Source: an optimization exercise on an open RTL-to-GDS flow (aim: small area, a short achievable clock period and few clock cycles per item). Production flows keep margins and buffers that such runs may drop. At most, simulation tests tie the RTL to the original design; equivalence was not proved. No functional check of the RTL was part of runs 3 to 7. Power and IR drop assume default switching activity.

<file path="config.mk">
export PLATFORM = sky130hd
export DESIGN_NAME = riscv_base_divider
export DESIGN_NICKNAME = riscv_base_divider
export VERILOG_FILES = /design/flow/design.v
export SDC_FILE = /design/flow/constraint.sdc
export NUM_CORES = 4
export LEC_CHECK = 0
export CAP_MARGIN = 20
export CORE_MARGIN = 2
export CORE_UTILIZATION = 40
export SETUP_SLACK_MARGIN = 3.2
export SLEW_MARGIN = 20
</file>
<file path="constraint.sdc">
create_clock -name core_clock -period 6.0 [get_ports {clk_i}]
set_input_delay 1.2000 -clock core_clock [delete_from_list [all_inputs] [get_ports {clk_i}]]
set_output_delay 1.2000 -clock core_clock [all_outputs]
set_load 0.01 [all_outputs]
</file>
<file path="design.v">
module riscv_base_divider (
    input           clk_i,
    input           rst_i,
    input           opcode_valid_i,
    input  [31:0]   opcode_opcode_i,
    input  [31:0]   opcode_pc_i,
    input           opcode_invalid_i,
    input  [4:0]    opcode_rd_idx_i,
    input  [4:0]    opcode_ra_idx_i,
    input  [4:0]    opcode_rb_idx_i,
    input  [31:0]   opcode_ra_operand_i,
    input  [31:0]   opcode_rb_operand_i,
    output          writeback_valid_o,
    output [31:0]   writeback_value_o
);
    wire inst_div_w  = (opcode_opcode_i & 32'hfe00707f) == 32'h2004033;
    wire inst_divu_w = (opcode_opcode_i & 32'hfe00707f) == 32'h2005033;
    wire inst_rem_w  = (opcode_opcode_i & 32'hfe00707f) == 32'h2006033;
    wire inst_remu_w = (opcode_opcode_i & 32'hfe00707f) == 32'h2007033;
    wire div_rem_inst_w = inst_div_w | inst_divu_w | inst_rem_w | inst_remu_w;
    wire valid_req_w = opcode_valid_i & div_rem_inst_w & ~opcode_invalid_i;
    localparam [1:0] S_IDLE = 2'd0, S_SETUP = 2'd1, S_ITER = 2'd2;
    reg [1:0]  state_q;
    reg        valid_q;
    reg [33:0] rem_q;      
    reg [33:0] div_q;      
    reg [31:0] quo_q;      
    reg [5:0]  cnt_q;      
    reg [5:0]  mb_q;       
    reg        is_div_q;
    reg        an_q;       
    reg        sub_q;      
    reg        bzero_q;    
    reg        inv_q;      
    function [5:0] sigbits;
        input [31:0] v;
        input        top;
        reg [31:0] y;
        reg [15:0] n1; reg [15:0] p1;
        reg [7:0]  n2; reg [15:0] p2;
        reg [3:0]  n3; reg [11:0] p3;
        reg [1:0]  n4; reg [7:0]  p4;
        integer i;
        begin
            y = v ^ {top, v[31:1]};
            for (i = 0; i < 16; i = i + 1) begin
                n1[i] = y[2*i+1] | y[2*i];
                p1[i] = y[2*i+1];
            end
            for (i = 0; i < 8; i = i + 1) begin
                n2[i] = n1[2*i+1] | n1[2*i];
                p2[2*i+:2] = n1[2*i+1] ? {1'b1, p1[2*i+1]} : {1'b0, p1[2*i]};
            end
            for (i = 0; i < 4; i = i + 1) begin
                n3[i] = n2[2*i+1] | n2[2*i];
                p3[3*i+:3] = n2[2*i+1] ? {1'b1, p2[2*(2*i+1)+:2]} : {1'b0, p2[2*(2*i)+:2]};
            end
            for (i = 0; i < 2; i = i + 1) begin
                n4[i] = n3[2*i+1] | n3[2*i];
                p4[4*i+:4] = n3[2*i+1] ? {1'b1, p3[3*(2*i+1)+:3]} : {1'b0, p3[3*(2*i)+:3]};
            end
            sigbits = {n4[1] | n4[0], n4[1] ? {1'b1, p4[7:4]} : {1'b0, p4[3:0]}};
        end
    endfunction
    wire        sgn_w   = ~opcode_opcode_i[12];
    wire        an_in_w = sgn_w & opcode_ra_operand_i[31];
    wire        bn_in_w = sgn_w & opcode_rb_operand_i[31];
    wire        sub_in_w = ~(an_in_w ^ bn_in_w);
    reg  [34:0] pg_g, pg_p;
    integer     k, d;
    always @* begin
        pg_g = {rem_q & div_q, sub_q};
        pg_p = {rem_q ^ div_q, 1'b0};
        for (d = 1; d < 64; d = d * 2)
            for (k = 0; k < 35; k = k + 1)
                if (k % (2*d) == 2*d-1) begin
                    pg_g[k] = pg_g[k] | (pg_p[k] & pg_g[k-d]);
                    pg_p[k] = pg_p[k] & pg_p[k-d];
                end
        for (d = 16; d >= 1; d = d / 2)
            for (k = 0; k < 35; k = k + 1)
                if (k >= 3*d-1 && (k - (3*d-1)) % (2*d) == 0) begin
                    pg_g[k] = pg_g[k] | (pg_p[k] & pg_g[k-d]);
                    pg_p[k] = pg_p[k] & pg_p[k-d];
                end
    end
    wire [33:0] hp_w    = rem_q ^ div_q;
    wire [33:0] t_w     = hp_w ^ pg_g[33:0];
    wire [33:0] zb_w    = ~(hp_w ^ {rem_q[32:0] | div_q[32:0], sub_q});
    wire        tzero_w = &zb_w;
    wire        acc_w   = an_q ? (t_w[33] | tzero_w) : ~t_w[33];
    wire [5:0]  s_w      = cnt_q - mb_q + {5'd0, an_q};
    reg  [33:0] dsh_w;
    integer     j;
    always @* begin
        dsh_w = div_q;
        for (j = 0; j < 6; j = j + 1)
            if (s_w[j]) dsh_w = (dsh_w << (1 << j)) | ({34{sub_q}} & ((34'd1 << (1 << j)) - 34'd1));
    end
    wire        negq_w   = is_div_q & ~sub_q & ~bzero_q;
    wire        presub_w = acc_w & ~(is_div_q & sub_q);
    wire        last_w   = (cnt_q == 6'd0);
    always @(posedge clk_i or posedge rst_i) begin
        if (rst_i) begin
            state_q <= S_IDLE;
            valid_q <= 1'b0;
        end else begin
            valid_q <= 1'b0;
            case (state_q)
                S_IDLE:  if (valid_req_w) state_q <= S_SETUP;
                S_SETUP: if (bzero_q | ~acc_w) begin
                             state_q <= S_IDLE;
                             valid_q <= 1'b1;
                         end else
                             state_q <= S_ITER;
                default: if (last_w) begin
                             state_q <= S_IDLE;
                             valid_q <= 1'b1;
                         end
            endcase
        end
    end
    wire [5:0] ma_in_w = sigbits(opcode_ra_operand_i, an_in_w);
    wire [5:0] mb_in_w = sigbits(opcode_rb_operand_i, bn_in_w);
    always @(posedge clk_i) begin
        case (state_q)
            S_IDLE: begin
                is_div_q <= ~opcode_opcode_i[13];
                an_q     <= an_in_w;
                sub_q    <= sub_in_w;
                bzero_q  <= (opcode_rb_operand_i == 32'd0);
                rem_q    <= {{2{an_in_w}}, opcode_ra_operand_i};
                div_q    <= {{2{bn_in_w}}, opcode_rb_operand_i} ^ {34{sub_in_w}};
                cnt_q    <= {1'b0, ma_in_w[4:0]} + {5'd0, ma_in_w[5]};
                mb_q     <= {1'b0, mb_in_w[4:0]} + {5'd0, mb_in_w[5]};
            end
            S_SETUP: begin
                if (presub_w & ~bzero_q) rem_q <= t_w;
                inv_q <= negq_w;
                quo_q <= {32{bzero_q | (negq_w & acc_w)}};
                div_q <= dsh_w;
                cnt_q <= s_w;
            end
            default: begin
                if (acc_w) rem_q <= t_w;
                quo_q <= {quo_q[30:0], acc_w ^ inv_q};
                div_q <= {div_q[33], div_q[33:1]};
                cnt_q <= cnt_q - 6'd1;
            end
        endcase
    end
    assign writeback_valid_o = valid_q;
    assign writeback_value_o = is_div_q ? quo_q : rem_q[31:0];
endmodule
</file>
<file path="run.sh">
#!/bin/bash
# synth_recipe.tcl (not shown) runs the flow's synth.tcl, then flattens the netlist and writes it again
# the make line also repeats each setting of config.mk as NAME=value (left out here)
make -C /OpenROAD-flow-scripts/flow DESIGN_CONFIG=/design/flow/config.mk WORK_HOME=/design/flow/orfs CLKGATE_MAP_FILE= SYNTH_SCRIPT=/design/flow/synth_recipe.tcl finish
</file>
==> flow_metrics.env, run 1 <==
export IMPL_status="complete, no violations"
export IMPL_r2r_start="sub_q"
export IMPL_worst_slack_ns=2.51
export IMPL_rsz0062_at_grt="true"
export IMPL_ys_types=72
export IMPL_drt_iter0_drc=1213
export IMPL_finalHoldViolCount=0
export IMPL_path_class="reg -> reg"
export IMPL_drc_errors=0
export IMPL_final_period_utilization_pct=58.2
export IMPL_cp_required_ns=6.17
export IMPL_crit_family="compound AO/OA/AOI/OAI gates"
export IMPL_hpwl_um=29500
export IMPL_grt_pass1_wl_um=65900
export IMPL_vias=11737
export IMPL_syn2layout_area_growth_pct=43.5
export IMPL_clk_path_buf_depth=2
export IMPL_drv_slew=0
export IMPL_path_max_fanout=4
export IMPL_start_kind="register"
export IMPL_final_nets=1843
export IMPL_fin_total_pwr_mw=6.18
export IMPL_portBuffers=117
export IMPL_whs_path_depth=1
export IMPL_worst_pin_slew_ns=0.977
export IMPL_drive_gt1_share_pct=39.6
export IMPL_rrSetupSlack_ns=2.51
export IMPL_setup_tns_ns=0
export IMPL_synth_edf_count=79
export IMPL_pin_count=180
export IMPL_multi_input_area_sq_um=9080
export IMPL_hold_end="div_q[31]"
export IMPL_p_leak_nw=6.98
export IMPL_track_usage_pct=28.5
export IMPL_crit_arrival_ns=3.66
export IMPL_yosysMostFrequentCell="nand2_1"
export IMPL_relSlewSlack_pct=34.9
export IMPL_async_flop_share_pct=2.50
export IMPL_drt_first_pass_iters=6
export IMPL_synthTopCellsByCount="174 x nand2_1, 128 x inv_1, 97 x o21ai_0, 96 x a21oi_1, 96 x ha_1"
export IMPL_routed_wl_um=45500
export IMPL_gp_congestion=0.945
export IMPL_netlist_area_sq_um=11600
export IMPL_fmax_mhz=286
export IMPL_start_util_pct=40.5
export IMPL_grt_start_max_net_pins=79
export IMPL_core_rowCount=62
export IMPL_place_ws_ns=1.63
export IMPL_slowest_stage="edfxtp_1"
export IMPL_clkTransAtPathRegs_ns=0.06
export IMPL_synth_top_area_cell="edfxtp_1"
export IMPL_coreArea_sq_um=28600
export IMPL_setup_viol=0
export IMPL_critPathMaxStageDelay_ns=0.51
export IMPL_cts_sinks=120
export IMPL_via_per_inst=5.93
export IMPL_synth_flop_cell="edfxtp_1"
export IMPL_grt_pass1_vias=10947
export IMPL_path_cells="fa_2 -> a21o_1 -> a41o_1 -> o31ai_4 -> a21oi_2 -> a211o_1 -> a21o_1 -> a21o_1 -> fa_2 -> xnor2_2 -> o21ai_1"
export IMPL_r2r_end="rem_q[26]"
export IMPL_period_needed_ns=3.49
export IMPL_dp_cells=1788
export IMPL_clk_latency_ns=0.44
export IMPL_cp_end_kind="register"
export IMPL_gr_total_overflow=0
export IMPL_hp_start="div_q[32]"
export IMPL_reg2reg_depth=11
export IMPL_htree_levels=4
export IMPL_antenna_cells=0
export IMPL_nFillCells=2454
export IMPL_register_area_sq_um=3270
export IMPL_synth_cells=1342
export IMPL_die_x_um=174
export IMPL_cts_made_buffers=17
export IMPL_maxCapViolCount=0
export IMPL_worstSetupStartpoint="sub_q"
export IMPL_dieArea_sq_um=30400
export IMPL_p_per_area_nw_per_um2=371
export IMPL_ctsHoldBuffers=0
export IMPL_synth_top_cell_area_share_pct=20.4
export IMPL_root_buffer="clkbuf_16"
export IMPL_crit_top_cell="a21o_1"
export IMPL_synth_seq_area_share_pct=27.6
export IMPL_crit_buf_inv=0
export IMPL_ys_ff_latch=120
export IMPL_synth_nets=1603
export IMPL_avgSynthCellArea_sq_um=8.65
export IMPL_clock_skew_ns=0.0195
export IMPL_yosys_top_cells_area="edfxtp_1 20%, ha_1 10%, dfxtp_1 6.6%, xnor2_1 6.1%, mux4_2 5.8%"
export IMPL_cts_tree="done"
export IMPL_wire_per_inst_um=23.0
export IMPL_ir_drop_mv=0.530
export IMPL_antenna_found_initial=0
export IMPL_die_y_um=174
export IMPL_hold_path_class="reg -> reg"
export IMPL_yosys_warnings=1
export IMPL_drtAntennaViolNets=0
export IMPL_final_cells=1979
## where the power goes
part           internal, mW  switching [mW]  leakage [nW]  total (mW)
registers             0.941          0.0911          1.15        1.03
logic                  1.78            2.21          5.53        3.99
clock network         0.733           0.423         0.306        1.16
## metrics by stage
stage / hold slack (ns) / area [sq um] / util [%]
3_3_place_gp: 0.526 / 13400 / 47.0
6_report: 0.543 / 16700 / 58.2
4_1_cts: 0.542 / 15400 / 53.9
3_5_place_dp: 0.532 / 13400 / 47.0
2_1_floorplan: 0.470 / 12000 / -
5_1_grt: 0.557 / 16700 / 58.2
## timing repair
| action | in CTS | in global routing |
|---|---|---|
| gates cloned | 7 | 6 |
| pin swaps | 55 | 98 |
| buffers inserted | 80 | 66 |
| setup endpoints to repair | 172 | 168 |
| resized for setup | 521 | 233 |
## layout make-up
type / count / share of cell area [%]
Multi-Input combinational cell: 1020 / 54.5
Sequential cell: 120 / 19.7
Timing Repair Buffer: 293 / 16.0
Inverter: 130 / 3.13
Tap cell: 384 / 2.89
Clock buffer: 18 / 2.58
Clock inverter: 14 / 1.23
## registers in the layout (all words and copies together) (netlist names)
signal	cells
is_div_q	1
state_q	2
div_q	34
sub_q	1
mb_q	6
cnt_q	6
an_q	1
quo_q	32
bzero_q	1
inv_q	1
valid_q	1
rem_q	34
## cells in the final DEF (no fill, tap or decap), types with 12 or more instances in the layout
cell type        Yosys  routed
a2bb2oi_1           18      15
clkdlybuf4s50_1      0      24
xnor2_1             81      69
o21ai_1              0      37
inv_2                0      31
o211ai_1            12      12
clkbuf_16            0      23
edfxtp_1            79      79
fa_2                 0      13
dlygate4sd2_1        0      16
a22oi_1             14      13
o21ai_0             97      35
clkbuf_2             0      13
a21o_1              14      14
nand2_2              0      19
ha_4                 0      30
buf_2                3      45
ha_1                96      61
a31oi_1             18      17
buf_4                0     137
o21ai_2              2      24
a21o_2              28      19
o21bai_1            21      20
xor2_1              33      29
buf_12               0      12
nand2_1            174     152
a21oi_2              0      24
dfxtp_1             38      13
dfxtp_2              0      12
nand4_1             12      12
a21oi_1             96      69
nor2_1              65      52
nand3_1             24      20
dfxtp_4              0      13
mux4_2              30      30
inv_1              128      89
buf_6                3      25
## worst max-delay path by stage
stage           endpoint  slack [ns]  cells after the start
5_1_grt        rem_q[26]        2.43                     11
2_1_floorplan   rem_q[0]        0.80                     11
3_3_place_gp     mb_q[4]        1.66                     11
6_report       rem_q[26]        2.51                     11
3_5_place_dp     mb_q[4]        1.63                     11
4_1_cts        div_q[32]        2.60                     12
## routing by layer
layer / track usage [%] / share of wire, % / up-vias
met2: 45.3 / 46 / 643
met4: 12.1 / 4.6 / 0
met3: 3.87 / 8.2 / 119
li1: - / - / 5271
met5: 0 / 0 / -
met1: 39.0 / 41 / 5704
## kinds of logic (layout without fill, tap and decap cells)
| group | count (synthesis) | after routing | share of synthesized area (%) |
|---|---|---|---|
| mux | 52 | 52 | 7.76 |
| flops | 120 | 120 | 27.6 |
| simple gates | 366 | 366 | 14.5 |
| compound gates | 373 | 374 | 21.2 |
| buf+inv | 203 | 455 | 6.79 |
| xor+xnor | 114 | 114 | 8.60 |
| fa+ha+maj | 114 | 114 | 13.5 |
Testbench counts, summed over its fixed seeds: cycles 24,731, divs 3,200.
==> inputs of run 2 (changes only) <==
--- a/config.mk
+++ b/config.mk
@@ -9,4 +9,4 @@
 export CORE_MARGIN = 2
 export CORE_UTILIZATION = 40
-export SETUP_SLACK_MARGIN = 3.2
+export SETUP_SLACK_MARGIN = 2.0
 export SLEW_MARGIN = 20
==> flow_metrics.env, run 2 <==
export IMPL_critPathMaxStageDelay_ns=0.58
export IMPL_synthTopCellsByCount="174 x nand2_1, 128 x inv_1, 97 x o21ai_0, 96 x a21oi_1, 96 x ha_1"
export IMPL_cts_made_buffers=17
export IMPL_synth_seq_area_share_pct=27.6
export IMPL_status="complete, no violations"
export IMPL_crit_top_cell="a21oi_1"
export IMPL_fin_area_sq_um=14000
export IMPL_p_leak_nw=5.91
export IMPL_synth_top_cell_area_share_pct=20.4
export IMPL_cp_end_kind="register"
export IMPL_core_rowCount=62
export IMPL_clk_path_buf_depth=2
export IMPL_slowest_stage="a221oi_2"
export IMPL_htree_levels=4
export IMPL_dp_cells=1793
export IMPL_nFillCells=2728
export IMPL_root_buffer="clkbuf_16"
export IMPL_drt_first_pass_iters=5
export IMPL_hpwl_um=28900
export IMPL_die_x_um=174
export IMPL_p_per_area_nw_per_um2=350
export IMPL_fin_util_pct=49.0
export IMPL_avgSynthCellArea_sq_um=8.65
export IMPL_fmax_mhz=258
export IMPL_ctsHoldBuffers=0
export IMPL_register_area_sq_um=3210
export IMPL_wire_per_inst_um=20.5
export IMPL_synth_top_area_cell="edfxtp_1"
export IMPL_async_flop_share_pct=2.50
export IMPL_clkTransAtPathRegs_ns=0.07
export IMPL_portBuffers=117
export IMPL_path_max_fanout=7
export IMPL_start_util_pct=40.5
export IMPL_maxCapViolCount=0
export IMPL_routed_wl_um=37500
export IMPL_start_kind="register"
export IMPL_drt_iter0_drc=887
export IMPL_worst_pin_slew_ns=0.832
export IMPL_clk_latency_ns=0.44
export IMPL_die_y_um=174
export IMPL_via_per_inst=5.62
export IMPL_track_usage_pct=24.6
export IMPL_fin_total_pwr_mw=4.90
export IMPL_vias=10297
export IMPL_ir_drop_mv=0.251
export IMPL_multi_input_area_sq_um=7840
export IMPL_layout_commonest_cell="nand2_1"
export IMPL_cp_required_ns=6.15
export IMPL_drv_slew=0
export IMPL_crit_arrival_ns=4.03
export IMPL_synth_nets=1603
export IMPL_yosysMostFrequentCell="nand2_1"
export IMPL_ys_types=72
export IMPL_drtAntennaViolNets=0
export IMPL_clock_skew_ns=0.0128
export IMPL_finalHoldViolCount=0
export IMPL_setup_tns_ns=0
export IMPL_drc_errors=0
export IMPL_placed_area_sq_um=13300
export IMPL_cts_tree="done"
export IMPL_rsz0062_at_grt="false"
export IMPL_final_cell_mix="174 x nand2_1, 128 x inv_1, 111 x clkdlybuf4s50_1"
export IMPL_final_period_utilization_pct=64.6
export IMPL_path_class="reg -> reg"
export IMPL_antenna_cells=0
export IMPL_drive_gt1_share_pct=11.6
export IMPL_dieArea_sq_um=30400
export IMPL_cts_sinks=120
export IMPL_final_nets=1695
export IMPL_gp_congestion=0.922
export IMPL_path_cells="inv_1 -> ha_1 -> a21oi_1 -> o21ai_0 -> a221oi_2 -> a21oi_1 -> a211o_1 -> a221o_1 -> fa_1 -> xnor2_1 -> a21oi_1"
export IMPL_yosys_warnings=1
export IMPL_antenna_found_initial=0
export IMPL_grt_pass1_vias=10000
export IMPL_final_cells=1831
export IMPL_synth_cells=1342
export IMPL_pin_count=180
export IMPL_synth_edf_count=79
export IMPL_hold_path_class="reg -> reg"
export IMPL_setup_viol=0
export IMPL_yosys_top_cells_area="edfxtp_1 20%, ha_1 10%, dfxtp_1 6.6%, xnor2_1 6.1%, mux4_2 5.8%"
export IMPL_synth_flop_cell="edfxtp_1"
export IMPL_ys_ff_latch=120
export IMPL_period_needed_ns=3.87
export IMPL_gr_total_overflow=0
export IMPL_grt_start_max_net_pins=68
export IMPL_reg_top3="div_q: 34 flops, rem_q: 34 flops, quo_q: 32 flops"
export IMPL_grt_pass1_wl_um=57700
export IMPL_relSlewSlack_pct=44.4
export IMPL_netlist_area_sq_um=11600
export IMPL_syn2layout_area_growth_pct=20.8
export IMPL_coreArea_sq_um=28600
-- run 2: cell counts after synthesis --
No cell type changed its count.
-- run 2: cells by family (layout without fill, tap and decap cells) --
group	count (synthesis)	count (layout)	share of synthesized area [%]
compound gates	373	373	21.2
fa+ha+maj	114	114	13.5
simple gates	366	366	14.5
flops	120	120	27.6
xor+xnor	114	114	8.60
mux	52	52	7.76
buf+inv	203	308	6.79
-- run 2: final timing paths --
kind                       slack, ns  cells after the start  startpoint         end
min                             0.54                      1    cnt_q[0]    cnt_q[0]
min reg2reg                     0.54                      1    cnt_q[0]    cnt_q[0]
max                             2.13                     11   div_q[10]   rem_q[32]
max reg2reg                     2.13                     11   div_q[10]   rem_q[32]
min in group asynchronous       0.93                      2       rst_i     valid_q
max in group asynchronous       4.93                      2       rst_i  state_q[1]
-- run 2: power by group --
part	total [mW]	switching, mW	internal [mW]
clock network	1.07	0.450	0.622
registers	1.02	0.0874	0.935
logic	2.81	1.72	1.09
-- run 2: final cells by class --
cell class / instances / share of cell area [%]
multi-input combinational: 1019 / 55.9
timing repair buffer: 146 / 10.0
tap: 384 / 3.43
clock buffer: 17 / 3.03
clock inverter: 15 / 1.19
inverter: 130 / 3.48
sequential: 120 / 22.9
-- run 2: through the flow --
stage	hold slack (ns)	setup WS, ns
global route	0.571	2.00
global placement	0.524	1.24
finish	0.538	2.13
CTS	0.534	2.01
detailed placement	0.515	1.16
floorplan	0.465	0.803
-- run 2: what timing repair did --
item	CTS	global route
endpoints found under the setup margin	32	26
gates resized for setup	12	15
hold endpoints to repair	0	0
pin swaps	1	1
buffers inserted	1	4
-- run 2: worst max-delay path, delay by kind of cell, from the launching register on --
family / cells / cell delay [ns]
adders and majority gates: 2 / 0.75
DFF: 1 / 0.55
AOI/OAI and AO/OA: 7 / 2.02
xor gates and xnor gates: 1 / 0.20
buffers and inverters: 1 / 0.08
-- run 2: metal layers --
metal  GRT usage [%]  routed length [um]  part of all wire [%]  up-vias
met4            8.37                 934                   2.5        0
met5               0                   0                     0        -
met1            34.2               17100                    46     4924
met3            3.06                2090                   5.6       59
met2            39.8               17400                    46      372
li1                -                   -                     -     4942
==> inputs of run 3 (changes only) <==
--- a/design.v
+++ b/design.v
@@ -108,5 +108,8 @@
             valid_q <= 1'b0;
             case (state_q)
-                S_IDLE:  if (valid_req_w) state_q <= S_SETUP;
+                S_IDLE:  if (valid_req_w) begin
+                             if (early_w) valid_q <= 1'b1;
+                             else         state_q <= S_SETUP;
+                         end
                 S_SETUP: if (bzero_q | ~acc_w) begin
                              state_q <= S_IDLE;
@@ -123,7 +126,11 @@
     wire [5:0] ma_in_w = sigbits(opcode_ra_operand_i, an_in_w);
     wire [5:0] mb_in_w = sigbits(opcode_rb_operand_i, bn_in_w);
+    wire [6:0] ma_cnt_w = {2'b0, ma_in_w[4:0]} + {6'd0, ma_in_w[5]} + {6'd0, an_in_w};
+    wire [6:0] mb_cnt_w = {2'b0, mb_in_w[4:0]} + {6'd0, mb_in_w[5]};
+    wire       early_w  = ma_cnt_w < mb_cnt_w;
     always @(posedge clk_i) begin
         case (state_q)
             S_IDLE: begin
+                quo_q    <= 32'd0;
                 is_div_q <= ~opcode_opcode_i[13];
                 an_q     <= an_in_w;
--- a/config.mk
+++ b/config.mk
@@ -8,5 +8,5 @@
 export CAP_MARGIN = 20
 export CORE_MARGIN = 2
-export CORE_UTILIZATION = 40
+export CORE_UTILIZATION = 60
 export SETUP_SLACK_MARGIN = 2.0
 export SLEW_MARGIN = 20
==> flow_metrics.env, run 3 <==
export IMPL_path_cells="clkdlybuf4s15_1 -> inv_2 -> ha_4 -> nor4_4 -> o21ai_1 -> a21oi_1 -> nor2_1 -> nor2_1 -> o21ai_1 -> a21oi_1 -> ha_2 -> ha_4 -> inv_2 -> ha_4 -> a21o_1 -> a21oi_2 -> nor2b_1 -> o21ai_1 -> nand2b_1 -> a211oi_2 -> a211o_1"
export IMPL_cts_tree="done"
export IMPL_antenna_cells=0
export IMPL_slowest_stage="clkdlybuf4s15_1"
export IMPL_die_x_um=142
export IMPL_grt_pass1_wl_um=57400
export IMPL_cp_required_ns=6.37
export IMPL_grt_start_max_net_pins=85
export IMPL_yosys_top_cells_area="edfxtp_1 12%, dfxtp_1 12%, ha_1 11%, xnor2_1 6.6%, nand2_1 6.4%"
export IMPL_start_util_pct=61.2
export IMPL_yosys_warnings=1
export IMPL_p_leak_nw=6.18
export IMPL_crit_family="compound AO/OA/AOI/OAI gates"
export IMPL_clkTransAtPathRegs_ns=0.06
export IMPL_final_period_utilization_pct=67.9
export IMPL_crit_arrival_ns=4.45
export IMPL_drive_gt1_share_pct=17.6
export IMPL_synth_top_area_cell="edfxtp_1"
export IMPL_routed_wl_um=37500
export IMPL_critPathMaxStageDelay_ns=0.25
export IMPL_coreArea_sq_um=18800
export IMPL_rsz0062_at_grt="true"
export IMPL_dieArea_sq_um=20300
export IMPL_fmax_mhz=245
export IMPL_path_max_fanout=3
export IMPL_fin_total_pwr_mw=4.97
export IMPL_ir_drop_mv=0.302
export IMPL_synth_edf_count=47
export IMPL_clock_skew_ns=0.0132
export IMPL_root_buffer="clkbuf_16"
export IMPL_ctsHoldBuffers=0
export IMPL_start_kind="input pin"
export IMPL_p_int_mw=2.70
export IMPL_portBuffers=117
export IMPL_antenna_found_initial=0
export IMPL_drv_slew=0
export IMPL_hpwl_um=27800
export IMPL_gr_total_overflow=0
export IMPL_worst_pin_slew_ns=1.09
export IMPL_relSlewSlack_pct=27.3
export IMPL_htree_levels=4
export IMPL_die_y_um=142
export IMPL_crit_buf_inv=3
export IMPL_netlist_area_sq_um=11500
export IMPL_setup_tns_ns=0
export IMPL_p_comb_share_pct=57.6
export IMPL_track_usage_pct=37.0
export IMPL_cts_sinks=120
export IMPL_avgSynthCellArea_sq_um=8.17
export IMPL_final_nets=1793
export IMPL_period_needed_ns=4.08
export IMPL_hold_path_class="reg -> reg"
export IMPL_power_frac_seq_pct=20.2
export IMPL_cp_end_kind="register"
export IMPL_async_flop_share_pct=2.50
export IMPL_swShare_pct=45.7
export IMPL_yosysMostFrequentCell="nand2_1"
export IMPL_core_rowCount=50
export IMPL_ys_types=75
export IMPL_p_switching_mw=2.27
export IMPL_maxCapViolCount=0
export IMPL_path_class="in -> reg"
export IMPL_drc_errors=0
export IMPL_via_per_inst=6.30
export IMPL_pin_count=180
export IMPL_synth_flop_cell="dfxtp_1"
export IMPL_wire_per_inst_um=21.2
export IMPL_drt_first_pass_iters=5
export IMPL_gp_congestion=1.00
export IMPL_final_cell_mix="194 x nand2_1, 125 x inv_1, 119 x o21ai_0"
export IMPL_clk_path_buf_depth=2
export IMPL_drt_iter0_drc=1301
export IMPL_p_per_area_nw_per_um2=352
export IMPL_status="complete, no violations"
export IMPL_synth_top_cell_area_share_pct=12.3
export IMPL_p_clk_share_pct=22.2
export IMPL_reg_top3="div_q: 34 flops, rem_q: 34 flops, quo_q: 32 flops"
export IMPL_grt_pass1_vias=10419
export IMPL_nFillCells=1445
export IMPL_drtAntennaViolNets=0
export IMPL_syn2layout_area_growth_pct=22.8
export IMPL_vias=11152
export IMPL_cts_made_buffers=17
export IMPL_synth_cells=1406
export IMPL_setup_viol=0
export IMPL_ys_ff_latch=120
export IMPL_synth_seq_area_share_pct=25.1
export IMPL_synth_nets=1675
export IMPL_finalHoldViolCount=0
export IMPL_clk_latency_ns=0.43
export IMPL_synthTopCellsByCount="195 x nand2_1, 133 x inv_1, 126 x o21ai_0, 103 x ha_1, 96 x a21oi_1"
export IMPL_layout_commonest_cell="nand2_1"
==> run 3: changes by cell type in the layout (fill, tap and decap cells not counted), moves of 20 or more <==
cell / delta
clkdlybuf4s50_1: -51
dfxtp_1: +34
edfxtp_1: -32
nand2_2: +32
buf_4: +28
a21o_2: -26
o21ai_0: +24
clkbuf_2: +22
nand2_1: +20
==> run 3: cells by family (layout without fill, tap and decap cells) <==
kind of cell	Yosys count	after routing	share of synthesized area (%)
multiplexers	53	53	7.31
buffers and inverters	207	338	7.19
flip-flops	120	120	25.1
AND/OR/NAND/NOR	412	412	16.6
AO/OA/AOI/OAI	376	376	20.4
adder cells (fa/ha/maj)	122	122	14.5
XOR/XNOR	116	116	8.84
==> run 3: timing repair <==
item / 4_1_cts / 5_1_grt
setup endpoints to repair: 21 / 12
pin swaps: 30 / 30
gates resized for setup: 130 / 102
setup buffers: 27 / 12
==> run 3: path summary, 6_finish.rpt <==
kind	start	endpoint	slack, ns	depth (start not counted)
max in group asynchronous	rst_i	state_q[1]	4.87	2
worst min register to register	quo_q[5]	quo_q[6]	0.46	2
worst max-delay path	opcode_rb_operand_i[23]	valid_q	1.92	21
worst min-delay path	quo_q[5]	quo_q[6]	0.46	2
min in group asynchronous	rst_i	state_q[0]	0.98	2
worst max register to register	div_q[14]	rem_q[29]	2.15	13
==> run 3: worst register-to-register path: stages (launching register included) <==
cell and delay [ns]:
dfxtp_1 0.51, inv_1 0.14, ha_1 0.40, and4_1 0.28, nand3_1 0.12, a311o_1 0.44
a211oi_4 0.37, and2b_2 0.30, o21bai_1 0.19, a21o_1 0.14, a21o_1 0.12, fa_1 0.42
nand2_1 0.07, o21ai_0 0.09
==> run 3: cell type report <==
class | instances | area [sq um] | area share [%]
repair buffers | 172 | 1480 | 10.5
clock buffers | 21 | 504 | 3.57
clock inverters | 11 | 131 | 0.931
multi-input cells | 1079 | 8300 | 58.9
flip-flops and latches | 120 | 2890 | 20.5
inverters | 134 | 503 | 3.56
well taps | 234 | 293 | 2.08
==> run 3: power by group through the flow <==
stage          registers [mW]  logic (mW)  clock network [mW]
2_1_floorplan           0.968        1.96                   0
3_3_place_gp             1.01        2.64                   0
3_5_place_dp             1.01        2.67                   0
4_1_cts                 0.998        2.72                1.10
5_1_grt                  1.01        3.08                1.13
6_report                 1.00        2.86                1.10
==> run 3: metal layers <==
layer	vias up	GRT usage [%]	share of wire, %
li1	5183	-	-
met1	5227	50.9	41
met2	642	56.6	44
met3	100	8.51	11
met4	0	14.3	4.1
met5	-	0	0
==> run 3: stage by stage <==
step / setup slack [ns] / area (sq um) / hold slack, ns / util, % / instances
6_report: 1.92 / 14100 / 0.463 / 75.2 / 1771
5_1_grt: 1.61 / 14100 / 0.475 / 75.2 / 1771
4_1_cts: 1.81 / 13900 / 0.464 / 74.1 / 1759
3_5_place_dp: 0.914 / 12900 / 0.451 / 68.9 / 1700
3_3_place_gp: 0.949 / 12900 / 0.445 / 68.9 / 1699
2_1_floorplan: 1.89 / 11600 / 0.427 / - / 1406
==> inputs of run 4 (changes only) <==
--- a/design.v
+++ b/design.v
@@ -88,5 +88,5 @@
     wire [33:0] t_w     = hp_w ^ pg_g[33:0];
     wire [33:0] zb_w    = ~(hp_w ^ {rem_q[32:0] | div_q[32:0], sub_q});
-    wire        tzero_w = &zb_w;
+    wire        tzero_w = (t_w == 34'd0);
     wire        acc_w   = an_q ? (t_w[33] | tzero_w) : ~t_w[33];
     wire [5:0]  s_w      = cnt_q - mb_q + {5'd0, an_q};
==> flow_metrics.env, run 4 <==
export IMPL_grt_pass1_wl_um=54300
export IMPL_p_leak_nw=6.15
export IMPL_cts_sinks=120
export IMPL_maxCapViolCount=0
export IMPL_htree_levels=4
export IMPL_setup_viol=0
export IMPL_period_needed_ns=5.15
export IMPL_critPathMaxStageDelay_ns=0.50
export IMPL_path_cells="fa_2 -> a211oi_4 -> o211ai_1 -> or4b_4 -> a21oi_4 -> or2_4 -> a31o_4 -> fa_2 -> nand2b_4 -> or4_4 -> nor4_4 -> nand4_1 -> nand3_2 -> mux2i_4 -> buf_4 -> buf_6 -> buf_4 -> nor4_1 -> a211o_1"
export IMPL_rrSetupSlack_ns=0.85
export IMPL_clk_latency_ns=0.44
export IMPL_cts_made_buffers=17
export IMPL_wire_per_inst_um=23.5
export IMPL_r2r_start="sub_q"
export IMPL_synthTopCellsByCount="158 x nand2_1, 97 x o21ai_0, 88 x inv_1, 84 x a21oi_1, 76 x nor2_1"
export IMPL_clkTransAtPathRegs_ns=0.06
export IMPL_nFillCells=1111
export IMPL_ys_ff_latch=120
export IMPL_slowest_stage="or4_4"
export IMPL_gp_congestion=0.992
export IMPL_synth_flop_cell="dfxtp_1"
export IMPL_synth_seq_area_share_pct=27.3
export IMPL_grt_pass1_vias=9923
export IMPL_die_y_um=137
export IMPL_relSlewSlack_pct=44.3
export IMPL_finalHoldViolCount=0
export IMPL_worst_slack_ns=0.853
export IMPL_fmax_mhz=194
export IMPL_synth_top_cell_area_share_pct=13.3
export IMPL_start_kind="register"
export IMPL_drt_first_pass_iters=7
export IMPL_drc_errors=0
export IMPL_place_ws_ns=0.452
export IMPL_crit_arrival_ns=5.52
export IMPL_antenna_cells=0
export IMPL_reg_top3="div_q: 34 flops, rem_q: 34 flops, quo_q: 32 flops"
export IMPL_drive_gt1_share_pct=22.0
export IMPL_hpwl_um=25600
export IMPL_path_max_fanout=3
export IMPL_ir_drop_mv=0.320
export IMPL_coreArea_sq_um=17300
export IMPL_worstSetupStartpoint="sub_q"
export IMPL_root_buffer="clkbuf_16"
export IMPL_ctsHoldBuffers=0
export IMPL_fin_total_pwr_mw=5.22
export IMPL_synth_nets=1483
export IMPL_path_class="reg -> reg"
export IMPL_yosys_top_cells_area="edfxtp_1 13%, dfxtp_1 13%, ha_1 8.3%, nand2_1 5.6%, xnor2_1 4.6%"
export IMPL_core_rowCount=48
export IMPL_start_util_pct=61.2
export IMPL_r2r_end="quo_q[0]"
export IMPL_netlist_area_sq_um=10600
export IMPL_rsz0062_at_grt="true"
export IMPL_multi_input_area_sq_um=7830
export IMPL_fin_util_pct=80.7
export IMPL_drtAntennaViolNets=0
export IMPL_p_per_area_nw_per_um2=374
export IMPL_vias=10854
export IMPL_worst_pin_slew_ns=0.834
export IMPL_cp_endpoint="quo_q[0]"
export IMPL_reg2reg_depth=19
export IMPL_synth_top_area_cell="edfxtp_1"
export IMPL_yosysMostFrequentCell="nand2_1"
export IMPL_track_usage_pct=38.7
export IMPL_antenna_found_initial=0
export IMPL_hold_path_class="reg -> reg"
export IMPL_grt_start_max_net_pins=69
export IMPL_synth_cells=1247
export IMPL_avgSynthCellArea_sq_um=8.49
export IMPL_cp_end_kind="register"
export IMPL_via_per_inst=6.61
export IMPL_fin_area_sq_um=14000
export IMPL_die_x_um=137
export IMPL_register_area_sq_um=2890
export IMPL_synth_edf_count=47
export IMPL_clock_skew_ns=0.0143
export IMPL_yosys_warnings=1
export IMPL_final_nets=1641
export IMPL_drt_iter0_drc=1388
export IMPL_final_period_utilization_pct=85.8
export IMPL_final_cell_mix="155 x nand2_1, 91 x o21ai_0, 79 x a21oi_1"
export IMPL_dieArea_sq_um=18700
export IMPL_cts_tree="done"
export IMPL_cp_required_ns=6.38
export IMPL_syn2layout_area_growth_pct=31.8
export IMPL_layout_commonest_cell="nand2_1"
export IMPL_portBuffers=117
export IMPL_pin_count=180
export IMPL_ys_types=71
export IMPL_drv_slew=0
export IMPL_clk_path_buf_depth=2
export IMPL_async_flop_share_pct=2.50
export IMPL_setup_tns_ns=0
export IMPL_status="complete, no violations"
export IMPL_routed_wl_um=38600
export IMPL_placed_area_sq_um=12100
export IMPL_gr_total_overflow=0
[run 4: cell type report]
class,instances,share of cell area (%)
multi-input combinational,972,56.1
sequential,120,20.7
timing repair buffer,205,14.1
clock buffer,19,3.41
inverter,89,2.43
tap,225,2.02
clock inverter,12,1.15
[run 4: critical path, delay by kind of cell (launching register included)]
kind | cells | cell delay, ns
adder cells (fa/ha/maj) | 2 | 0.93
AND/OR/NAND/NOR | 8 | 2.23
multiplexers | 1 | 0.09
buffers and inverters | 3 | 0.42
AO/OA/AOI/OAI | 5 | 0.98
flip-flops | 1 | 0.43
[run 4: where the power goes]
group	leakage [nW]	switching, mW	internal, mW
Combinational	4.73	1.87	1.22
Sequential	1.11	0.0904	0.906
Clock	0.311	0.433	0.706
[run 4: how the worst min path moves through the flow]
stage / depth (start not counted) / end / start
5_1_grt: 1 / quo_q[13] / quo_q[12]
3_3_place_gp: 1 / quo_q[15] / quo_q[14]
4_1_cts: 1 / quo_q[17] / quo_q[16]
2_1_floorplan: 1 / quo_q[11] / quo_q[10]
3_5_place_dp: 1 / quo_q[24] / quo_q[23]
6_report: 1 / quo_q[21] / quo_q[20]
[run 4: per-layer routing]
layer / up-vias / wire (um) / share of wire (%) / track usage, %
met5: - / 0 / 0 / 0
met4: 0 / 2080 / 5.4 / 16.4
met3: 169 / 4350 / 11 / 10.1
met2: 812 / 17100 / 44 / 59.8
met1: 5062 / 15000 / 39 / 51.6
li1: 4811 / - / - / -
[run 4: metrics by stage]
step                hold WS, ns  instances
floorplan                 0.424       1247
global placement          0.430       1550
detailed placement        0.437       1550
CTS                       0.454       1619
global route              0.466       1642
finish                    0.452       1642
[run 4: cell families after synthesis]
| kind of cell | Yosys count | synth area share (%) |
|---|---|---|
| compound gates | 356 | 21.7 |
| xor+xnor | 84 | 6.95 |
| fa+ha+maj | 89 | 11.9 |
| buf+inv | 155 | 5.84 |
| flops | 120 | 27.3 |
| mux | 97 | 11.4 |
| simple gates | 346 | 14.9 |
[run 4: timing repair]
action | in CTS | in global routing
endpoints found under the setup margin | 82 | 83
resized for setup | 222 | 49
pin swaps | 38 | 29
cloned | 3 | 4
buffers inserted | 35 | 18
hold endpoints to repair | 0 | 0
==> inputs of run 5 (changes only) <==
--- a/design.v
+++ b/design.v
@@ -88,5 +88,5 @@
     wire [33:0] t_w     = hp_w ^ pg_g[33:0];
     wire [33:0] zb_w    = ~(hp_w ^ {rem_q[32:0] | div_q[32:0], sub_q});
-    wire        tzero_w = (t_w == 34'd0);
+    wire        tzero_w = &zb_w;
     wire        acc_w   = an_q ? (t_w[33] | tzero_w) : ~t_w[33];
     wire [5:0]  s_w      = cnt_q - mb_q + {5'd0, an_q};
--- a/config.mk
+++ b/config.mk
@@ -8,5 +8,5 @@
 export CAP_MARGIN = 20
 export CORE_MARGIN = 2
-export CORE_UTILIZATION = 60
+export CORE_UTILIZATION = 40
 export SETUP_SLACK_MARGIN = 2.0
 export SLEW_MARGIN = 20
==> flow_metrics.env, run 5 <==
export IMPL_status="complete, no violations"
export IMPL_wire_per_inst_um=20.0
export IMPL_start_util_pct=40.4
export IMPL_cts_tree="done"
export IMPL_core_rowCount=62
export IMPL_place_ws_ns=0.846
export IMPL_clkTransAtPathRegs_ns=0.06
export IMPL_maxCapViolCount=0
export IMPL_yosys_top_cells_area="edfxtp_1 12%, dfxtp_1 12%, ha_1 11%, xnor2_1 6.6%, nand2_1 6.4%"
export IMPL_synth_flop_cell="dfxtp_1"
export IMPL_fin_area_sq_um=14300
export IMPL_clk_path_buf_depth=2
export IMPL_antenna_found_initial=1
export IMPL_grtUsageMet1_pct=34.4
export IMPL_portBuffers=117
export IMPL_netlist_area_sq_um=11500
export IMPL_hold_path_class="reg -> reg"
export IMPL_avgSynthCellArea_sq_um=8.17
export IMPL_ys_ff_latch=120
export IMPL_gp_congestion=0.943
export IMPL_swShare_pct=45.7
export IMPL_grt_pass1_vias=10425
export IMPL_relSlewSlack_pct=28.9
export IMPL_syn2layout_area_growth_pct=24.1
export IMPL_worst_slack_ns=1.96
export IMPL_track_usage_pct=25.4
export IMPL_path_max_fanout=7
export IMPL_p_comb_share_pct=59.2
export IMPL_ir_drop_mv=0.347
export IMPL_via_per_inst=5.62
export IMPL_cts_made_buffers=17
export IMPL_p_switching_mw=2.24
export IMPL_p_per_area_nw_per_um2=345
export IMPL_grt_pass1_wl_um=59300
export IMPL_cp_end_kind="register"
export IMPL_yosys_warnings=1
export IMPL_reg2reg_depth=10
export IMPL_clock_skew_ns=0.0140
export IMPL_synth_top_area_cell="edfxtp_1"
export IMPL_period_needed_ns=4.04
export IMPL_drt_iter0_drc=892
export IMPL_final_period_utilization_pct=67.3
export IMPL_drv_slew=0
export IMPL_holdWs_ns=0.450
export IMPL_reg_top3="div_q: 34 flops, rem_q: 34 flops, quo_q: 32 flops"
export IMPL_synth_edf_count=47
export IMPL_synth_top_cell_area_share_pct=12.3
export IMPL_drc_errors=0
export IMPL_grt_start_max_net_pins=86
export IMPL_finalHoldViolCount=0
export IMPL_met2_usage_pct=39.5
export IMPL_die_y_um=173
export IMPL_drive_gt1_share_pct=17.9
export IMPL_grt_met3_usage_pct=6.18
export IMPL_p_leak_nw=6.12
export IMPL_nFillCells=2762
export IMPL_htree_levels=4
export IMPL_vias=10839
export IMPL_crit_arrival_ns=4.41
export IMPL_whs_path_depth=2
export IMPL_gr_total_overflow=0
export IMPL_synthTopCellsByCount="195 x nand2_1, 133 x inv_1, 126 x o21ai_0, 103 x ha_1, 96 x a21oi_1"
export IMPL_setup_tns_ns=0
export IMPL_coreArea_sq_um=28500
export IMPL_p_int_mw=2.67
export IMPL_synth_nets=1675
export IMPL_top_usage_layer="met2"
export IMPL_start_kind="input pin"
export IMPL_placed_area_sq_um=13100
export IMPL_synth_seq_area_share_pct=25.1
export IMPL_clk_latency_ns=0.43
export IMPL_final_cell_mix="195 x nand2_1, 123 x inv_1, 122 x o21ai_0"
export IMPL_power_frac_seq_pct=20.1
export IMPL_fin_total_pwr_mw=4.91
export IMPL_p_clk_share_pct=20.6
export IMPL_dieArea_sq_um=30100
export IMPL_worst_pin_slew_ns=1.06
export IMPL_ys_types=75
export IMPL_die_x_um=173
export IMPL_drt_first_pass_iters=6
export IMPL_layout_commonest_cell="nand2_1"
export IMPL_drtAntennaViolNets=0
export IMPL_yosysMostFrequentCell="nand2_1"
export IMPL_fmax_mhz=248
export IMPL_path_class="in -> reg"
export IMPL_cp_required_ns=6.37
export IMPL_rsz0062_at_grt="true"
export IMPL_async_flop_share_pct=2.50
export IMPL_cts_sinks=120
export IMPL_final_nets=1800
export IMPL_routed_wl_um=38600
export IMPL_pin_count=180
export IMPL_root_buffer="clkbuf_16"
export IMPL_ctsHoldBuffers=0
export IMPL_synth_cells=1406
export IMPL_setup_viol=0
export IMPL_hpwl_um=29800
[run 5: changes by cell type after synthesis, moves of 29 or more]
cell and change:
inv_1 +45, xnor2_1 +31, nand2_1 +37, ha_1 +33, o21ai_0 +29, nand2_2 +31
[run 5: critical path, stage by stage]
cell	delay, ns
buf_6	0.11
or3_4	0.36
or3_4	0.35
o21ai_4	0.07
nor2b_4	0.16
a21boi_2	0.17
a221oi_2	0.07
buf_4	0.15
fa_2	0.39
ha_4	0.28
ha_4	0.18
a21o_1	0.16
a21oi_2	0.12
nor2b_1	0.05
o21ai_1	0.11
nand2b_1	0.13
a211oi_2	0.22
a211o_1	0.12
[run 5: cell type report]
class	count	area, sq um	area share, %
sequential	120	2890	20.3
clock inverter	9	101	0.711
timing repair buffer	178	1510	10.6
antenna	1	2.50	0.0176
multi-input combinational	1080	8300	58.2
clock buffer	23	468	3.28
inverter	134	503	3.53
tap	384	480	3.37
[run 5: kinds of logic after synthesis]
kind of cell               share of synthesized area, %
and+or+nand+nor                                    16.6
AOI/OAI and AO/OA                                  20.4
buffers and inverters                              7.19
adders and majority gates                          14.5
DFF                                                25.1
xor gates and xnor gates                           8.84
muxes                                              7.31
[run 5: power by group through the flow]
stage | sequential (mW) | combinational (mW) | clock, mW
after floorplan | 0.968 | 1.96 | 0
after global placement | 1.01 | 2.71 | 0
after detailed placement | 1.01 | 2.71 | 0
after CTS | 0.990 | 2.76 | 1.03
after global routing | 0.997 | 3.16 | 1.06
final | 0.990 | 2.91 | 1.01
[run 5: repair_timing]
item / 4_1_cts / 5_1_grt
resized for setup: 188 / 45
gates cloned: 1 / 0
pin swaps: 28 / 19
setup buffers: 26 / 16
endpoints found under the setup margin: 15 / 24
endpoints found under the hold margin: 0 / 0
[run 5: per-layer routing]
metal  share of wire, %  vias to the layer above
met3                7.7                       65
met5                  0                        -
li1                   -                     5183
met1                 44                     5166
met2                 45                      425
met4                3.3                        0
[run 5: worst paths after layout]
kind	slack, ns	start	end
setup / recovery	1.96	opcode_ra_operand_i[26]	valid_q
hold / removal	0.45	quo_q[4]	quo_q[5]
setup reg to reg	2.08	div_q[14]	rem_q[17]
hold reg to reg	0.45	quo_q[4]	quo_q[5]
max in group asynchronous	4.89	rst_i	state_q[1]
min in group asynchronous	0.95	rst_i	valid_q
[run 5: per-stage QoR]
step	std cells	util (%)
after floorplan	1406	-
after global placement	1853	46.2
after detailed placement	1853	46.2
after CTS	1912	49.6
after global routing	1928	50.1
final	1929	50.1
==> inputs of run 6 (changes only) <==
--- a/design.v
+++ b/design.v
@@ -67,8 +67,19 @@
     wire        bn_in_w = sgn_w & opcode_rb_operand_i[31];
     wire        sub_in_w = ~(an_in_w ^ bn_in_w);
+    reg  [33:0] lowz_w;
+    integer     m, e;
+    always @* begin
+        lowz_w = {~bn_in_w, ~opcode_rb_operand_i, 1'b1};
+        for (e = 1; e < 64; e = e * 2)
+            for (m = 0; m < 34; m = m + 1)
+                if (m % (2*e) == 2*e-1) lowz_w[m] = lowz_w[m] & lowz_w[m-e];
+        for (e = 16; e >= 1; e = e / 2)
+            for (m = 0; m < 34; m = m + 1)
+                if (m >= 3*e-1 && (m - (3*e-1)) % (2*e) == 0) lowz_w[m] = lowz_w[m] & lowz_w[m-e];
+    end
     reg  [34:0] pg_g, pg_p;
     integer     k, d;
     always @* begin
-        pg_g = {rem_q & div_q, sub_q};
+        pg_g = {rem_q & div_q, 1'b1};
         pg_p = {rem_q ^ div_q, 1'b0};
         for (d = 1; d < 64; d = d * 2)
@@ -87,6 +98,5 @@
     wire [33:0] hp_w    = rem_q ^ div_q;
     wire [33:0] t_w     = hp_w ^ pg_g[33:0];
-    wire [33:0] zb_w    = ~(hp_w ^ {rem_q[32:0] | div_q[32:0], sub_q});
-    wire        tzero_w = &zb_w;
+    wire        tzero_w = &hp_w;
     wire        acc_w   = an_q ? (t_w[33] | tzero_w) : ~t_w[33];
     wire [5:0]  s_w      = cnt_q - mb_q + {5'd0, an_q};
@@ -96,5 +106,5 @@
         dsh_w = div_q;
         for (j = 0; j < 6; j = j + 1)
-            if (s_w[j]) dsh_w = (dsh_w << (1 << j)) | ({34{sub_q}} & ((34'd1 << (1 << j)) - 34'd1));
+            if (s_w[j]) dsh_w = (dsh_w << (1 << j)) | ((34'd1 << (1 << j)) - 34'd1);
     end
     wire        negq_w   = is_div_q & ~sub_q & ~bzero_q;
@@ -108,8 +118,5 @@
             valid_q <= 1'b0;
             case (state_q)
-                S_IDLE:  if (valid_req_w) begin
-                             if (early_w) valid_q <= 1'b1;
-                             else         state_q <= S_SETUP;
-                         end
+                S_IDLE:  if (valid_req_w) state_q <= S_SETUP;
                 S_SETUP: if (bzero_q | ~acc_w) begin
                              state_q <= S_IDLE;
@@ -126,11 +133,7 @@
     wire [5:0] ma_in_w = sigbits(opcode_ra_operand_i, an_in_w);
     wire [5:0] mb_in_w = sigbits(opcode_rb_operand_i, bn_in_w);
-    wire [6:0] ma_cnt_w = {2'b0, ma_in_w[4:0]} + {6'd0, ma_in_w[5]} + {6'd0, an_in_w};
-    wire [6:0] mb_cnt_w = {2'b0, mb_in_w[4:0]} + {6'd0, mb_in_w[5]};
-    wire       early_w  = ma_cnt_w < mb_cnt_w;
     always @(posedge clk_i) begin
         case (state_q)
             S_IDLE: begin
-                quo_q    <= 32'd0;
                 is_div_q <= ~opcode_opcode_i[13];
                 an_q     <= an_in_w;
@@ -138,5 +141,5 @@
                 bzero_q  <= (opcode_rb_operand_i == 32'd0);
                 rem_q    <= {{2{an_in_w}}, opcode_ra_operand_i};
-                div_q    <= {{2{bn_in_w}}, opcode_rb_operand_i} ^ {34{sub_in_w}};
+                div_q    <= {{2{bn_in_w}}, opcode_rb_operand_i} ^ ({34{sub_in_w}} | lowz_w);
                 cnt_q    <= {1'b0, ma_in_w[4:0]} + {5'd0, ma_in_w[5]};
                 mb_q     <= {1'b0, mb_in_w[4:0]} + {5'd0, mb_in_w[5]};
==> flow_metrics.env, run 6 <==
export IMPL_holdWs_ns=0.527
export IMPL_synth_compound_area_share_pct=18.9
export IMPL_crit_family="compound AO/OA/AOI/OAI gates"
export IMPL_htree_levels=4
export IMPL_crit_buf_inv=2
export IMPL_synth_top_family_by_area="simple AND/OR/NAND/NOR gates"
export IMPL_r2r_end="div_q[32]"
export IMPL_drc_errors=0
export IMPL_wire_per_inst_um=18.5
export IMPL_fin_util_pct=49.1
export IMPL_portBuffers=117
export IMPL_final_period_utilization_pct=64.7
export IMPL_hp_start="div_q[22]"
export IMPL_slowest_stage="xnor2_2"
export IMPL_routed_wl_um=32900
export IMPL_drtAntennaViolNets=0
export IMPL_via_per_inst=5.58
export IMPL_worst_pin_slew_ns=1.16
export IMPL_path_max_fanout=21
export IMPL_placed_area_sq_um=12400
export IMPL_maxCapViolCount=0
export IMPL_synth_nets=1577
export IMPL_final_cell_mix="203 x nand2_1, 109 x clkdlybuf4s50_1, 108 x a21oi_1"
export IMPL_avgSynthCellArea_sq_um=8.18
export IMPL_dp_cells=1737
export IMPL_clock_skew_ns=0.0164
export IMPL_synth_edf_count=79
export IMPL_grt_pass1_wl_um=50600
export IMPL_p_int_mw=2.57
export IMPL_track_usage_pct=22.7
export IMPL_rsz0062_at_grt="true"
export IMPL_cts_made_buffers=17
export IMPL_cts_tree="done"
export IMPL_clk_path_buf_depth=2
export IMPL_hold_end="div_q[21]"
export IMPL_final_nets=1665
export IMPL_synth_flop_cell="edfxtp_1"
export IMPL_cp_end_kind="register"
export IMPL_yosys_top_cells_area="edfxtp_1 22%, ha_1 9.2%, nand2_1 7.0%, dfxtp_1 7.0%, a21oi_1 5.1%"
export IMPL_worstSetupStartpoint="an_q"
export IMPL_die_x_um=169
export IMPL_setup_viol=0
export IMPL_antenna_found_initial=0
export IMPL_hpwl_um=25300
export IMPL_start_util_pct=40.5
export IMPL_whs_path_depth=2
export IMPL_yosys_area_share_simple_pct=20.0
export IMPL_syn2layout_area_growth_pct=21.2
export IMPL_worst_slack_ns=2.12
export IMPL_ys_ff_latch=120
export IMPL_fin_total_pwr_mw=4.64
export IMPL_gp_congestion=0.953
export IMPL_drive_gt1_share_pct=12.4
export IMPL_p_per_area_nw_per_um2=352
export IMPL_ir_drop_mv=0.306
export IMPL_path_cells="inv_1 -> ha_1 -> inv_1 -> ha_2 -> fa_1 -> xnor2_2 -> o21ai_0 -> nand2_1 -> o311ai_0 -> o21ai_1 -> a21oi_1 -> a221o_1"
export IMPL_clk_latency_ns=0.43
export IMPL_path_class="reg -> reg"
export IMPL_ctsHoldBuffers=0
export IMPL_final_cells=1775
export IMPL_synth_seq_area_share_pct=29.4
export IMPL_layout_commonest_cell="nand2_1"
export IMPL_fin_area_sq_um=13200
export IMPL_finalHoldViolCount=0
export IMPL_crit_arrival_ns=4.04
export IMPL_p_clk_share_pct=22.7
export IMPL_pin_count=180
export IMPL_synth_top_area_cell="edfxtp_1"
export IMPL_fmax_mhz=258
export IMPL_synth_xor_area_share_pct=5.14
export IMPL_swShare_pct=44.6
export IMPL_p_comb_share_pct=55.5
export IMPL_place_ws_ns=1.27
export IMPL_yosys_warnings=1
export IMPL_root_buffer="clkbuf_16"
export IMPL_vias=9899
export IMPL_critPathMaxStageDelay_ns=0.88
export IMPL_synth_mux_area_share_pct=7.66
export IMPL_synthAdderAreaFrac_pct=12.3
export IMPL_dieArea_sq_um=28600
export IMPL_r2r_start="an_q"
export IMPL_core_rowCount=60
export IMPL_clkTransAtPathRegs_ns=0.06
export IMPL_coreArea_sq_um=26900
export IMPL_grt_pass1_vias=9242
export IMPL_synth_top_cell_area_share_pct=21.8
export IMPL_hold_path_class="reg -> reg"
export IMPL_async_flop_share_pct=2.50
export IMPL_grt_start_max_net_pins=82
export IMPL_p_leak_nw=5.40
export IMPL_die_y_um=169
export IMPL_setup_tns_ns=0
export IMPL_synthTopCellsByCount="203 x nand2_1, 110 x a21oi_1, 102 x inv_1, 101 x o21ai_0, 100 x nor2_1"
export IMPL_start_kind="register"
export IMPL_cts_sinks=120
export IMPL_power_frac_seq_pct=21.8
export IMPL_drt_first_pass_iters=5
export IMPL_synth_cells=1333
export IMPL_gr_total_overflow=0
export IMPL_yosysMostFrequentCell="nand2_1"
export IMPL_reg_top3="div_q: 34 flops, rem_q: 34 flops, quo_q: 32 flops"
export IMPL_status="complete, no violations"
export IMPL_drv_slew=0
export IMPL_netlist_area_sq_um=10900
export IMPL_reg2reg_depth=12
export IMPL_rrSetupSlack_ns=2.12
export IMPL_nFillCells=2594
export IMPL_relSlewSlack_pct=22.7
export IMPL_cp_required_ns=6.16
export IMPL_crit_top_cell="inv_1"
export IMPL_antenna_cells=0
export IMPL_ys_types=74
export IMPL_p_switching_mw=2.07
export IMPL_period_needed_ns=3.88
export IMPL_drt_iter0_drc=718
==> run 6: changes by cell type after synthesis, sizes merged, moves of 11 or more <==
cell    previous run  this run
nand3             17        33
a21oi             97       113
buf               15        27
mux2               7        25
ha               103        80
xor2              29        18
xnor2             87        46
nor2              69       101
a22oi             24         0
dfxtp             70        38
inv              133       102
edfxtp            47        79
o21ai            129       110
o22ai              4        15
==> run 6: kinds of logic after synthesis <==
family | count (synthesis)
buffers and inverters | 176
adder cells (fa/ha/maj) | 97
XOR/XNOR | 64
AND/OR/NAND/NOR | 477
AO/OA/AOI/OAI | 340
multiplexers | 59
flip-flops | 120
==> run 6: worst max-delay path by stage <==
stage / end / slack (ns) / cells past startpoint
floorplan: rem_q[0] / 1.14 / 11
global placement: cnt_q[4] / 1.34 / 14
detailed placement: cnt_q[4] / 1.27 / 14
CTS: cnt_q[4] / 1.92 / 14
global route: div_q[30] / 1.89 / 13
finish: div_q[32] / 2.12 / 12
==> run 6: power groups by stage <==
stage	Clock, mW	Sequential [mW]	Combinational (mW)
3_5_place_dp	0	1.03	2.45
2_1_floorplan	0	0.995	1.78
6_report	1.06	1.01	2.57
3_3_place_gp	0	1.03	2.44
4_1_cts	1.07	1.01	2.47
5_1_grt	1.11	1.02	2.82
==> run 6: tightest hold or removal path, stage by stage (launching register included) <==
cell and delay [ns]:
dfxtp_1 0.35, inv_1 0.07, mux2i_1 0.06
==> run 6: cell type report <==
class,count,area (sq um),share of cell area [%]
Multi-Input combinational cell,1038,7220,54.6
Clock buffer,19,433,3.28
Timing Repair Buffer,142,1380,10.5
Sequential cell,120,3210,24.3
Inverter,102,387,2.93
Clock inverter,13,154,1.17
Tap cell,341,427,3.23
==> run 6: layer usage <==
layer  part of all wire (%)  GRT usage, %  up-vias  routed length, um
li1                       -             -     4924                  -
met1                     45          31.0     4657              14900
met2                     46          36.2      276              15200
met3                    6.2          4.84       42               2030
met4                    2.2          6.84        0                710
met5                      0             0        -                  0
==> run 6: what timing repair did <==
item	4_1_cts	5_1_grt
gates resized for setup	6	28
pin swaps	2	4
buffers inserted	1	4
cloned	0	1
setup endpoints to repair	16	35
==> inputs of run 7 (changes only) <==
==> flow/run.sh (new file) <==
#!/bin/bash
set -euo pipefail
export BUFFER_PORTS_ARGS="-buffer_cell sky130_fd_sc_hd__buf_2"
bash standard.sh > flow.log 2>&1
==> standard.sh (new file) <==
#!/bin/bash
# synth_recipe.tcl (not shown) runs the flow's synth.tcl, then flattens the netlist and writes it again
# the make line also repeats each setting of config.mk as NAME=value (left out here)
make -C /OpenROAD-flow-scripts/flow DESIGN_CONFIG=/design/flow/config.mk WORK_HOME=/design/flow/orfs CLKGATE_MAP_FILE= SYNTH_SCRIPT=/design/flow/synth_recipe.tcl "${@:-finish}"
removed: run.sh
==> flow_metrics.env, run 7 <==
export IMPL_synth_flop_cell="edfxtp_1"
export IMPL_syn2layout_area_growth_pct=14.5
export IMPL_fmax_mhz=265
export IMPL_synth_top_area_cell="edfxtp_1"
export IMPL_synth_cells=1333
export IMPL_holdWs_ns=0.519
export IMPL_cp_end_kind="register"
export IMPL_drv_slew=0
export IMPL_start_util_pct=40.5
export IMPL_drt_iter0_drc=787
export IMPL_antenna_cells=0
export IMPL_reg_top3="div_q: 34 flops, rem_q: 34 flops, quo_q: 32 flops"
export IMPL_relSlewSlack_pct=31.8
export IMPL_layout_commonest_cell="nand2_1"
export IMPL_root_buffer="clkbuf_16"
export IMPL_worst_pin_slew_ns=1.02
export IMPL_die_y_um=169
export IMPL_avgSynthCellArea_sq_um=8.18
export IMPL_grt_pass1_vias=9151
export IMPL_hold_path_class="reg -> reg"
export IMPL_netlist_area_sq_um=10900
export IMPL_p_leak_nw=5.31
export IMPL_synth_nets=1577
export IMPL_portBuffers=117
export IMPL_rsz0062_at_grt="false"
export IMPL_cts_tree="done"
export IMPL_synth_seq_area_share_pct=29.4
export IMPL_routed_wl_um=32500
export IMPL_period_needed_ns=3.78
export IMPL_gp_congestion=0.959
export IMPL_clkTransAtPathRegs_ns=0.06
export IMPL_path_class="in -> reg"
export IMPL_ir_drop_mv=0.305
export IMPL_final_nets=1660
export IMPL_path_max_fanout=7
export IMPL_async_flop_share_pct=2.50
export IMPL_htree_levels=4
export IMPL_track_usage_pct=22.8
export IMPL_ys_ff_latch=120
export IMPL_core_rowCount=60
export IMPL_start_kind="input pin"
export IMPL_cp_required_ns=6.35
export IMPL_crit_arrival_ns=4.13
export IMPL_vias=9949
export IMPL_gr_total_overflow=0
export IMPL_maxCapViolCount=0
export IMPL_pin_count=180
export IMPL_p_per_area_nw_per_um2=364
export IMPL_finalHoldViolCount=0
export IMPL_status="complete, no violations"
export IMPL_drive_gt1_share_pct=19.1
export IMPL_coreArea_sq_um=26900
export IMPL_setup_tns_ns=0
export IMPL_final_cell_mix="203 x nand2_1, 117 x buf_2, 110 x a21oi_1"
export IMPL_grt_start_max_net_pins=82
export IMPL_yosys_warnings=1
export IMPL_drc_errors=0
export IMPL_dieArea_sq_um=28600
export IMPL_yosysMostFrequentCell="nand2_1"
export IMPL_ys_types=74
export IMPL_clk_path_buf_depth=2
export IMPL_via_per_inst=5.62
export IMPL_final_period_utilization_pct=63.0
export IMPL_drt_first_pass_iters=5
export IMPL_die_x_um=169
export IMPL_hpwl_um=25200
export IMPL_synthTopCellsByCount="203 x nand2_1, 110 x a21oi_1, 102 x inv_1, 101 x o21ai_0, 100 x nor2_1"
export IMPL_clock_skew_ns=0.0116
export IMPL_synth_top_cell_area_share_pct=21.8
export IMPL_drtAntennaViolNets=0
export IMPL_place_ws_ns=1.67
export IMPL_synth_edf_count=79
export IMPL_setup_viol=0
export IMPL_worst_slack_ns=2.22
export IMPL_cts_made_buffers=17
export IMPL_yosys_top_cells_area="edfxtp_1 22%, ha_1 9.2%, nand2_1 7.0%, dfxtp_1 7.0%, a21oi_1 5.1%"
export IMPL_cts_sinks=120
export IMPL_clk_latency_ns=0.42
export IMPL_grt_pass1_wl_um=50600
export IMPL_wire_per_inst_um=18.4
export IMPL_antenna_found_initial=0
run 7: cell count changes in the layout (fill, tap and decap cells not counted), sizes merged, moves of 2 or more:
cell | previous run | this run
dlymetal6s2s | 8 | 0
clkbuf | 19 | 26
clkinvlp | 4 | 1
buf | 25 | 138
clkdlybuf4s50 | 109 | 0
bufinv | 3 | 1
clkinv | 6 | 4
run 7: cell families after synthesis:
family,count (synthesis),synth area share (%)
muxes,59,7.66
DFF,120,29.4
and+or+nand+nor,477,20.0
buffers and inverters,176,6.49
AOI/OAI and AO/OA,340,18.9
adders and majority gates,97,12.3
xor gates and xnor gates,64,5.14
run 7: timing repair:
action	in CTS	in global routing
hold buffers	0	0
buffers inserted	2	0
resized for setup	2	7
setup endpoints to repair	12	19
run 7: critical path, stage by stage:
cell	delay, ns
buf_2	0.14
or4_1	0.53
o22ai_2	0.17
and2b_2	0.23
o211ai_1	0.10
o211ai_1	0.10
nand3_1	0.17
a221oi_1	0.32
ha_1	0.22
ha_1	0.23
nand2b_1	0.08
o311ai_0	0.35
a221oi_1	0.14
a21oi_1	0.15
run 7: metrics by stage:
step | power (mW) | cell area, sq um | utilization (%) | instances
final | 4.54 | 12500 | 46.4 | 1770
after global routing | 4.83 | 12500 | 46.4 | 1770
after CTS | 4.48 | 12400 | 46.3 | 1770
after detailed placement | 3.42 | 11800 | 44.1 | 1736
after global placement | 3.40 | 11800 | 44.1 | 1736
after floorplan | 2.77 | 11000 | - | 1333
run 7: path summary, 6_finish.rpt:
path                                              start          to  slack [ns]  depth (start not counted)
worst min register to register                div_q[22]   div_q[21]        0.52                          2
max in group asynchronous                         rst_i  state_q[0]        5.20                          2
worst max register to register                     an_q   div_q[27]        2.23                         14
worst min-delay path                          div_q[22]   div_q[21]        0.52                          2
min in group asynchronous                         rst_i     valid_q        0.64                          2
worst max-delay path            opcode_ra_operand_i[11]    cnt_q[4]        2.22                         14
run 7: final cells by class:
class	instances	area, sq um
Inverter	102	387
Tap cell	341	427
Timing Repair Buffer	138	747
Multi-Input combinational cell	1037	7130
Fill cell	2658	14400
Sequential cell	120	3210
Clock buffer	26	522
Clock inverter	6	60.1
run 7: where the power goes:
part / internal (mW) / total (mW) / leakage, nW / switching [mW]
Sequential: 0.935 / 1.02 / 1.14 / 0.0799
Clock: 0.641 / 1.03 / 0.289 / 0.390
Combinational: 0.935 / 2.49 / 3.88 / 1.56
Total: 2.51 / 4.54 / 5.31 / 2.03
run 7: routing by layer:
metal,GRT usage [%],share of wire [%],up-vias
li1,-,-,4905
met1,32.0,47,4699
met2,35.8,46,290
met3,3.46,5.1,55
met4,7.92,2.7,0
met5,0,0,-

-- static timing again, ports no longer ideal --
How much do the figures lean on ideal ports? The routed layouts below were timed once more, with nothing changed but the port constraints.
Step 1 assumes that a clkbuf_16 drives the clock port and a buf_2 every other input.
Step 2 moves the port delays by t, midway between the first and last clock arrival at a register: inputs arrive t later, outputs are due t later. That takes back most of the time a late clock gives input paths.
Slacks: ideal ports / drivers / drivers and shift; pairs: ideal ports / drivers.
| run | t (ns) | setup slack, ns | worst hold slack (ns) | slew at the worst register clock pin (ns) | cell pins on the clock port's net |
|---|---|---|---|---|---|
| run 1 | 0.479 | 2.509 / 2.509 / 2.406 | 0.543 / 0.543 / 0.543 | 0.07 / 0.07 | 1 |
| run 2 | 0.476 | 2.125 / 2.125 / 1.669 | 0.538 / 0.538 / 0.538 | 0.07 / 0.07 | 1 |
| run 3 | 0.475 | 1.925 / 1.942 / 1.468 | 0.463 / 0.463 / 0.463 | 0.06 / 0.06 | 1 |
| run 4 | 0.487 | 0.853 / 0.853 / 0.853 | 0.452 / 0.452 / 0.452 | 0.07 / 0.07 | 1 |
| run 5 | 0.468 | 1.965 / 1.975 / 1.507 | 0.450 / 0.450 / 0.450 | 0.06 / 0.06 | 1 |
| run 6 | 0.463 | 2.119 / 2.119 / 1.699 | 0.527 / 0.527 / 0.527 | 0.07 / 0.07 | 1 |
| run 7 | 0.466 | 2.222 / 2.229 / 1.780 | 0.519 / 0.519 / 0.519 | 0.06 / 0.06 | 1 |
After both steps every run listed still meets setup and hold. The setup slack of run 5, which loses most, moves by +0.010 ns with the drivers and by -0.458 ns with both steps.
